This is an optimization exercise on Yosys and OpenROAD, whose aim is small area and a short achievable clock period, not a production implementation.
In this exercise RTL edits were held to simulation tests only and were not proved equivalent to the original.

<file path="flow/config.mk">
export PLATFORM = sky130hd
export DESIGN_NAME = wallace_tree_multiplier
export DESIGN_NICKNAME = wallace_tree_multiplier
export VERILOG_FILES = /design/flow/design.v
export SDC_FILE = /design/flow/constraint.sdc
export NUM_CORES = 4
export LEC_CHECK = 0
export CAP_MARGIN = 20
export CORE_MARGIN = 2
export CORE_UTILIZATION = 40
export SLEW_MARGIN = 20
</file>
<file path="flow/run.sh">
#!/bin/bash
# synth_recipe.tcl (not shown) runs the flow's synth.tcl, then flattens the netlist and writes it again
# the make line also repeats each setting of config.mk as NAME=value (left out here)
make -C /OpenROAD-flow-scripts/flow DESIGN_CONFIG=/design/flow/config.mk WORK_HOME=/design/flow/orfs CLKGATE_MAP_FILE= SYNTH_SCRIPT=/design/flow/synth_recipe.tcl finish
</file>
<file path="flow/design.v">
module wallace_tree_multiplier (
    input  logic        clk,
    input  logic        reset,
    input  logic [31:0] multiplicand,
    input  logic [31:0] multiplier,
    output logic [63:0] product,
    output logic        overflow
);
    logic [63:0] partial_products [32];
    logic sign_a, sign_b;
    logic [31:0] abs_multiplicand, abs_multiplier;
    logic [63:0] temp_product;
    assign sign_a = multiplicand[31];
    assign sign_b = multiplier[31];
    function automatic [31:0] get_absolute(input [31:0] value);
        get_absolute = value[31] ? (~value + 1'b1) : value;
    endfunction
    always_comb begin
        abs_multiplicand = get_absolute(multiplicand);
        abs_multiplier = get_absolute(multiplier);
        for (int i = 0; i < 32; i++) begin
            partial_products[i] = abs_multiplier[i] ? (64'(abs_multiplicand) << i) : '0;
        end
    end
    always_ff @(posedge clk or posedge reset) begin
        if (reset) begin
            product <= '0;
            overflow <= 1'b0;
            temp_product <= '0;
        end else begin
            temp_product = '0;
            for (int i = 0; i < 32; i++) begin
                temp_product = temp_product + partial_products[i];
            end
            if (sign_a ^ sign_b) begin
                product <= ~temp_product + 1'b1;
            end else begin
                product <= temp_product;
            end
            overflow <= (product[63] != product[62]) && (|product[61:0]);
        end
    end
endmodule
</file>
<file path="flow/constraint.sdc">
create_clock -name core_clock -period 13.5 [get_ports {clk}]
set_input_delay 2.7000 -clock core_clock [delete_from_list [all_inputs] [get_ports {clk}]]
set_output_delay 2.7000 -clock core_clock [all_outputs]
set_load 0.01 [all_outputs]
</file>
==> notes.md <==
cell usage after synthesis (5+ instances only):
cell	instances	area (um2)
xor2_1	70	613
and2_1	70	438
nand4_1	40	250
o21bai_1	5	37.5
o21a_1	18	135
dfrtp_1	65	1630
a21o_1	21	158
a41oi_1	8	70.1
and3_1	11	68.8
a211oi_1	22	165
xnor2_1	117	1020
nand2_1	831	3120
a21oi_1	99	495
o22ai_1	8	50.1
a31oi_1	15	93.8
inv_1	846	3180
clkbuf_1	199	747
ha_1	260	3250
or3_1	22	138
o31a_1	7	61.3
nand3_1	12	60.1
o211ai_1	18	135
nor3_1	33	165
a21boi_0	5	37.5
o31ai_1	21	158
nor2_1	334	1250
o2111ai_1	6	52.6
mux2i_1	5	50.1
a211o_1	5	43.8
o21ai_0	76	380
o41ai_1	8	70.1
o21ai_1	5	25.0
or2_2	10	62.6
a221oi_1	5	43.8
or4_1	14	105
and4_1	7	61.3
nor4_1	26	163
fa_1	902	18100
nand2b_1	7	43.8
sequential cells by signal, summed over array words and instances (netlist names):
register and cells:
product 64, overflow 1
worst paths after layout:
kind	from	to	slack (ns)	cells past startpoint
min in group asynchronous	reset	product[62]	2.92	3
min	product[62]	overflow	0.57	2
max	multiplier[6]	product[54]	0.26	32
min reg2reg	product[62]	overflow	0.57	2
max in group asynchronous	reset	product[6]	10.04	3
max reg2reg	product[9]	overflow	11.34	4
layer usage:
metal  up-vias  global-route usage
met5         -                   0
met1     16300               0.339
li1      14000                   -
met4         6              0.0826
met2       960               0.437
met3       212              0.0236
worst min-delay path, stage by stage, from the launching register on:
cell,delay [ns]
dfrtp_1,0.37
xnor2_1,0.08
nor2_1,0.07
logic make-up (layout without fill, tap and decap cells):
family | count (synthesis) | count (layout)
AND/OR/NAND/NOR | 1443 | 1443
adder cells (fa/ha/maj) | 1162 | 1162
buffers and inverters | 1055 | 1514
AO/OA/AOI/OAI | 398 | 398
XOR/XNOR | 188 | 188
flip-flops | 65 | 65
multiplexers | 5 | 5
layout make-up:
class	count	area (um2)
Clock buffer	11	253
Clock inverter	5	77.6
Fill cell	8974	48200
Inverter	847	3180
Multi-Input combinational cell	3196	32800
Sequential cell	65	1630
Tap cell	1254	1570
Timing Repair Buffer	651	5360
metrics by stage:
step	std cells	hold WS, ns	worst slack [ns]
CTS	6021	0.572	0.000283
finish	6029	0.573	0.257
global placement	6005	0.554	-0.381
global route	6029	0.613	-0.0542
detailed placement	6005	0.555	-0.431
floorplan	4316	0.562	0.0385
timing repair:
| item | in CTS | in global routing |
|---|---|---|
| hold buffers | 0 | 0 |
| gates resized for setup | 10 | 125 |
| endpoints found under the setup margin | 21 | 29 |
| pin swaps | 0 | 42 |
| setup buffers | 0 | 8 |
==> flow_summary_export.csv <==
group,metric,value,unit
critical_path,slowest_delay,0.61,ns
critical_path,path_max_fanout,8,
drt,drc,0,
floorplan,num_io_pins,131,
drt,totalWireLength,119000,um
final_layout,final_cell_mix,"fa_1, inv_1, nand2_1",
run,maxCapViolations,0,
critical_path,worstPathRequired,13.71,ns
drt,vias,31500,
drt,vias_per_cell,5.23,
drt,first_iter_violations,2028,
timing,slew_viol_final,0,
yosys,synth_compound_area_frac,0.0708,
timing,fin_crit,13.24,ns
run_status,status,"finished clean",
final_layout,layout.nets,5998,
yosys,synth_area,37500,um2
drt,dr.pass1.iters,5,
yosys,synth_nets,5544,
critical_path,crit_type,"in -> reg",
yosys,synth.area.mux_share,0.00134,
yosys,synthXorXnorAreaFrac,0.0442,
critical_path,cp_data_arrival_time,13.45,ns
floorplan,floorplan.die_area,96100,um2
yosys,synth_top_family_by_area,"adder cells",
yosys,netlist_instances,4316,
placement,io_buffer_count,130,
yosys,yosys.area_share.simple,0.165,
floorplan,die-width,310,um
critical_path,crit_slowest_cell,"fa_1",
timing,tightest_slew,1.10,ns
timing,clock_skew,0.00729,ns
cts,cts_made_buffers,9,
floorplan,die_y,310,um
cts,cts_tree,"built",
timing,rsz0062_at_grt,"yes",
timing,fin_setup_tns,0,ns
cts,cts_root_buf,"clkbuf_16",
drt,drt-met1-wl,49200,um
floorplan,rows,112,
timing,setup_violations,0,
final_layout,final_common_cell,"fa_1",
timing,slew_headroom,0.264,
timing,clock.fmax,0.0755,GHz
critical_path,critPathTopFamily,"simple AND/OR/NAND/NOR gates",
cts,worstSkewPairLatency,0.33,ns
floorplan,coreArea,93000,um2
global_routing,track_usage,0.254,
critical_path,path_common_cell,"fa_1",
cts,clock-sinks,65,
final_layout,stdcell_area,44900,um2
critical_path,crit_path_start_kind,"input pin",
global_routing,grt_pass1_vias,33100,
timing,hold_viol,0,
yosys,synth_adder_area_share,0.569,
final_layout,fin_util,0.482,
drt,ant_nets,0,
yosys,ys_warn_count,2,
global_routing,overflow,0,
final_layout,antennaDiodeCount,0,
yosys,ys.flop_type,"dfrtp_1",
yosys,synth_edf_count,0,
cts,clock_path_buffers,2,
critical_path,cp_num_buf_inv,6,
hold_path,hp-class,"reg -> reg",
placement,gp_congestion,0.934,
yosys,synth_seq_cells,65,
cts,htree_levels,3,
yosys,synth_cell_types,84,
yosys,yosysSeqAreaShare,0.0434,
placement,place_hpwl,104000,um
drt,wl_per_cell,19.7,um
yosys,async_reset_ff_frac,1.00,
global_routing,grt_max_degree,66,
cts,clk_pin_slew_worst_paths,0.06,ns
final_layout,syn_to_final_growth,19.8,%
drt,dr_wl_met3,6200,um
yosys,avgSynthCellArea,8.68,um2
timing,min_period_over_period,0.981,
global_routing,grt_pass1_wl,187000,um
critical_path,critPathCaptureType,"flop",
final_layout,drive_gt1_frac,0.148,
floorplan,initial_core_util,0.403,
global_routing,antenna_found_initial,3,
placement,post_dp_cell_area,43900,um2
drt,wl_met2,58800,um
drt,topRoutingLayerUsed,"met5",

-- separate check: timing with driven ports --
How much do the figures lean on ideal ports? The routed layout below was timed once more, with nothing changed but the port constraints. Step 1, drivers: a clkbuf_16 drives clk and a buf_2 each remaining input, both assumed. Step 2 moves the port delays by t, midway between the first and last clock arrival at a register: inputs arrive t later, outputs are due t later. That takes back most of the time a late clock gives input paths. Slacks: ideal / step 1 / step 2; pairs: ideal / step 1.
t (ns): 0.360
slack for setup (ns): 0.257 / 0.268 / -0.092
hold WS [ns]: 0.573 / 0.573 / 0.573
worst setup path after step 2: input to register
cell pins on the clock port's net: 1
Met with ideal ports but missed after step 2: setup timing in this run. For this run, drivers alone change the setup slack by +0.011 ns; drivers and shift together by -0.349 ns.
